What follows belongs to an exercise in optimizing a design on an open flow for small area, a short achievable clock period and few clock cycles; a production flow would make more cautious choices.

==> exp/nickel: inputs <==
Design a2_add_b2, start of the top module:
module a2_add_b2(
	input 				clk 	,
	input 				rst_n	,
	input 		[7:0]	a		,
	input 		[7:0]	b		,
	input 				i_vld	,
	output				o_vld	,
	output		[7:0]	sqrt	,
	output		[15:0]  remain
);
export LEC_CHECK = 0
export ABC_AREA = 1
export CAP_MARGIN = 20
export CORE_MARGIN = 2
export CORE_UTILIZATION = 40
export PLACE_DENSITY = 0.6
export SLEW_MARGIN = 20
create_clock -name core_clock -period 6.5 [get_ports {clk}]
standard.sh (not shown) runs the stock make flow with config.mk's settings and CLKGATE_MAP_FILE= SYNTH_SCRIPT=/design/flow/synth_recipe.tcl, a recipe that flattens the netlist after the stock synthesis.
==> flow/flow/run.sh <==
#!/bin/bash
# The standard layout flow, with one change: synthesis leaves adders as
# plain gates for ABC instead of mapping them to the library's full- and
# half-adder cells (ADDER_MAP_FILE empty). Registers are unaffected.
set -o pipefail
bash standard.sh ADDER_MAP_FILE= finish 2>&1 | tee standard.log
==> exp/cedar: changes against exp/nickel <==
--- a/flow/design.v
+++ b/flow/design.v
@@ -237,118 +237,75 @@
 	assign {n100, n99} = n52 + n72 + n73;
 	wire n101, n102;
 	assign {n102, n101} = b[7] + n74 + n75;
 	wire n103, n104;
 	assign {n104, n103} = a[7] + b[7] + n76;
 	wire [15:0] r0 = {n102, n100, n98, n96, n94, n92, n90, n88, n86, n84, n82, n80, n78, n53, 1'b0, a[0]};
 	wire [15:0] r1 = {n103, n101, n99, n97, n95, n93, n91, n89, n87, n85, n83, n81, n79, n77, 1'b0, b[0]};
-	wire [15:0] g0 = r0 & r1, p0 = r0 ^ r1;
-	wire bg1 = g0[1] | (p0[1] & g0[0]);
-	wire bp1 = p0[1] & p0[0];
-	wire bg2 = g0[3] | (p0[3] & g0[2]);
-	wire bp2 = p0[3] & p0[2];
-	wire bg3 = g0[5] | (p0[5] & g0[4]);
-	wire bp3 = p0[5] & p0[4];
-	wire bg4 = g0[7] | (p0[7] & g0[6]);
-	wire bp4 = p0[7] & p0[6];
-	wire bg5 = g0[9] | (p0[9] & g0[8]);
-	wire bp5 = p0[9] & p0[8];
-	wire bg6 = g0[11] | (p0[11] & g0[10]);
-	wire bp6 = p0[11] & p0[10];
-	wire bg7 = g0[13] | (p0[13] & g0[12]);
-	wire bp7 = p0[13] & p0[12];
-	wire bg8 = g0[15] | (p0[15] & g0[14]);
-	wire bp8 = p0[15] & p0[14];
-	wire bg9 = bg2 | (bp2 & bg1);
-	wire bp9 = bp2 & bp1;
-	wire bg10 = bg4 | (bp4 & bg3);
-	wire bp10 = bp4 & bp3;
-	wire bg11 = bg6 | (bp6 & bg5);
-	wire bp11 = bp6 & bp5;
-	wire bg12 = bg8 | (bp8 & bg7);
-	wire bp12 = bp8 & bp7;
-	wire bg13 = bg10 | (bp10 & bg9);
-	wire bp13 = bp10 & bp9;
-	wire bg14 = bg12 | (bp12 & bg11);
-	wire bp14 = bp12 & bp11;
-	wire bg15 = bg14 | (bp14 & bg13);
-	wire bp15 = bp14 & bp13;
-	wire bg16 = bg11 | (bp11 & bg13);
-	wire bp16 = bp11 & bp13;
-	wire bg17 = bg3 | (bp3 & bg9);
-	wire bp17 = bp3 & bp9;
-	wire bg18 = bg5 | (bp5 & bg13);
-	wire bp18 = bp5 & bp13;
-	wire bg19 = bg7 | (bp7 & bg16);
-	wire bp19 = bp7 & bp16;
-	wire bg20 = g0[2] | (p0[2] & bg1);
-	wire bp20 = p0[2] & bp1;
-	wire bg21 = g0[4] | (p0[4] & bg9);
-	wire bp21 = p0[4] & bp9;
-	wire bg22 = g0[6] | (p0[6] & bg17);
-	wire bp22 = p0[6] & bp17;
-	wire bg23 = g0[8] | (p0[8] & bg13);
-	wire bp23 = p0[8] & bp13;
-	wire bg24 = g0[10] | (p0[10] & bg18);
-	wire bp24 = p0[10] & bp18;
-	wire bg25 = g0[12] | (p0[12] & bg16);
-	wire bp25 = p0[12] & bp16;
-	wire bg26 = g0[14] | (p0[14] & bg19);
-	wire bp26 = p0[14] & bp19;
-	wire [15:0] c = {bg26, bg19, bg25, bg16, bg24, bg18, bg23, bg13, bg22, bg17, bg21, bg9, bg20, bg1, g0[0], 1'b0};
-	assign s = p0 ^ c;
+	assign s = r0 + r1;
 endmodule
-module sq4 #(parameter J = 4) (
-	input  [J-1:0] q,
-	input  [J:0]   r,
-	input  [3:0]   s4,
-	output [J+1:0] qn,
-	output [J+2:0] rn
+module sqrt #(parameter FIRST = 0, parameter LAST = 8) (
+	input  [15:0] s,
+	input  [7:0]  q_in,
+	input  [9:0]  r_in,
+	output [7:0]  q_out,
+	output [9:0]  r_out
 );
-	wire [J+4:0] rr = {r, s4};
-	wire [J+5:0] d1 = {1'b0, rr} - {q, 3'b001};
-	wire [J+5:0] d2 = {1'b0, rr} - {q, 4'b0100};
-	wire [J+5:0] d3 = {1'b0, rr} - {q, 4'b0000} - {q, 3'b000} - 9;
-	wire g1 = ~d1[J+5];
-	wire g2 = ~d2[J+5];
-	wire g3 = ~d3[J+5];
-	assign qn = {q, g2, g3 | (g1 & ~g2)};
-	assign rn = g3 ? d3[J+2:0] : g2 ? d2[J+2:0] : g1 ? d1[J+2:0] : rr[J+2:0];
+	wire [7:0] Q [0:8];
+	wire [9:0] R [0:8];
+	assign Q[FIRST] = q_in;
+	assign R[FIRST] = r_in;
+	genvar k;
+	generate for (k = FIRST; k < LAST; k = k + 1) begin : stg
+		wire [k+2:0] rr = {R[k][k:0], s[15-2*k:14-2*k]};
+		wire [k+3:0] t;
+		if (k == 0) begin : first
+			assign t = {1'b0, rr} - 4'b0001;
+		end else begin : next
+			assign t = {1'b0, rr} - {2'b00, Q[k][k-1:0], 2'b01};
+		end
+		wire bit_ = ~t[k+3];
+		wire [k+1:0] rn = bit_ ? t[k+1:0] : rr[k+1:0];
+		assign Q[k+1] = {Q[k][6:0], bit_};
+		assign R[k+1] = rn;
+	end endgenerate
+	assign q_out = Q[LAST];
+	assign r_out = R[LAST];
 endmodule
 module a2_add_b2(
 	input 				clk 	,
 	input 				rst_n	,
 	input 		[7:0]	a		,
 	input 		[7:0]	b		,
 	input 				i_vld	,
 	output				o_vld	,
 	output		[7:0]	sqrt	,
 	output		[15:0]  remain
 );
+	localparam N = 4;
 	wire [15:0] s_in;
 	sumsq u_sumsq (.a(a), .b(b), .s(s_in));
-	wire [3:0] q_hi;
-	wire [4:0] r_hi;
-	sqtab u_tab (.h(s_in[15:8]), .q(q_hi), .r(r_hi));
-	reg [3:0] q_r;
-	reg [4:0] r_r;
-	reg [7:0] s_r;
+	wire [N-1:0] q_hi;
+	wire [N:0] r_hi;
+	sqtab u_tab (.h(s_in[15:16-2*N]), .q(q_hi), .r(r_hi));
+	reg [N-1:0] q_r;
+	reg [N:0] r_r;
+	reg [15-2*N:0] s_r;
 	reg vld_r;
 	always @(posedge clk) begin
 		q_r <= q_hi;
 		r_r <= r_hi;
-		s_r <= s_in[7:0];
+		s_r <= s_in[15-2*N:0];
 	end
 	always @(posedge clk or negedge rst_n) begin
 		if (~rst_n) vld_r <= 1'b0;
 		else        vld_r <= i_vld;
 	end
-	wire [5:0] q6;
-	wire [6:0] r6;
-	sq4 #(.J(4)) u_s4 (.q(q_r), .r(r_r), .s4(s_r[7:4]), .qn(q6), .rn(r6));
-	wire [7:0] q8;
-	wire [8:0] r8;
-	sq4 #(.J(6)) u_s6 (.q(q6), .r(r6), .s4(s_r[3:0]), .qn(q8), .rn(r8));
+	wire [7:0] q_end;
+	wire [9:0] r_end;
+	sqrt #(.FIRST(N), .LAST(8)) u_back (
+		.s({{(2*N){1'b0}}, s_r}), .q_in({{(8-N){1'b0}}, q_r}), .r_in({{(9-N){1'b0}}, r_r}),
+		.q_out(q_end), .r_out(r_end));
 	assign o_vld  = vld_r;
-	assign sqrt   = q8;
-	assign remain = {7'd0, r8};
+	assign sqrt   = q_end;
+	assign remain = {7'd0, r_end[8:0]};
 endmodule
==> flow/run.sh (new file) <==
#!/bin/bash
# synth_recipe.tcl (not shown) runs the flow's synth.tcl, then flattens the netlist and writes it again
# the make line also repeats each setting of config.mk as NAME=value (left out here)
make -C /OpenROAD-flow-scripts/flow DESIGN_CONFIG=/design/flow/config.mk WORK_HOME=/design/flow/orfs CLKGATE_MAP_FILE= SYNTH_SCRIPT=/design/flow/synth_recipe.tcl finish
Settings changed: ABC_AREA 1 to not set.
removed: flow/flow/run.sh
removed: flow/standard.sh
==> summary of the runs <==
- exp/cedar reached the layout checks and failed them: negative setup slack. exp/nickel produced a clean layout.
- Against exp/cedar, the core utilization of exp/nickel is lower by 16 points.
- Against exp/nickel, the first-iteration DRC count of exp/cedar is lower by about 53%.
- In exp/nickel the sequential share of layout area is higher than in exp/cedar, by 0.096 points.
- Routed wire length: exp/nickel is larger than exp/cedar (23%).
- In exp/nickel the global-route usage is lower than in exp/cedar, by 1.6 points.
- In flip-flop and latch count, exp/nickel and exp/cedar do not differ.
Function was not checked in any run of this note: the RTL went through the layout flow alone.

-- static timing again, ports no longer ideal --
No port has a modelled driver above. Below, the same layouts with a new extraction and two added sets of constraints.
Step 1 (the two cells are an assumption about what drives the block):
set clk [get_ports {clk}]
set_driving_cell -lib_cell sky130_fd_sc_hd__clkbuf_16 $clk
set_driving_cell -lib_cell sky130_fd_sc_hd__buf_2 [delete_from_list [all_inputs] $clk]
Step 2 adds t to the input delays and takes it off the output delays; t is the mean of the earliest and latest rising clock arrival at the registers after step 1. Input paths then give back, and output paths get back, about the clock's delay inside the block.
a / b / c = ideal ports / drivers / drivers and shift; a / b = the first two.
run	t (ns)	slack for setup (ns)	worst hold slack (ns)	worst setup path after step 2	pins driven straight from the clock port
exp/nickel	0.286	0.544 / 0.512 / 0.798	1.179 / 1.170 / 1.456	register to output	1
exp/cedar	0.286	-1.100 / -1.134 / -0.848	1.184 / 1.179 / 1.465	register to output	1
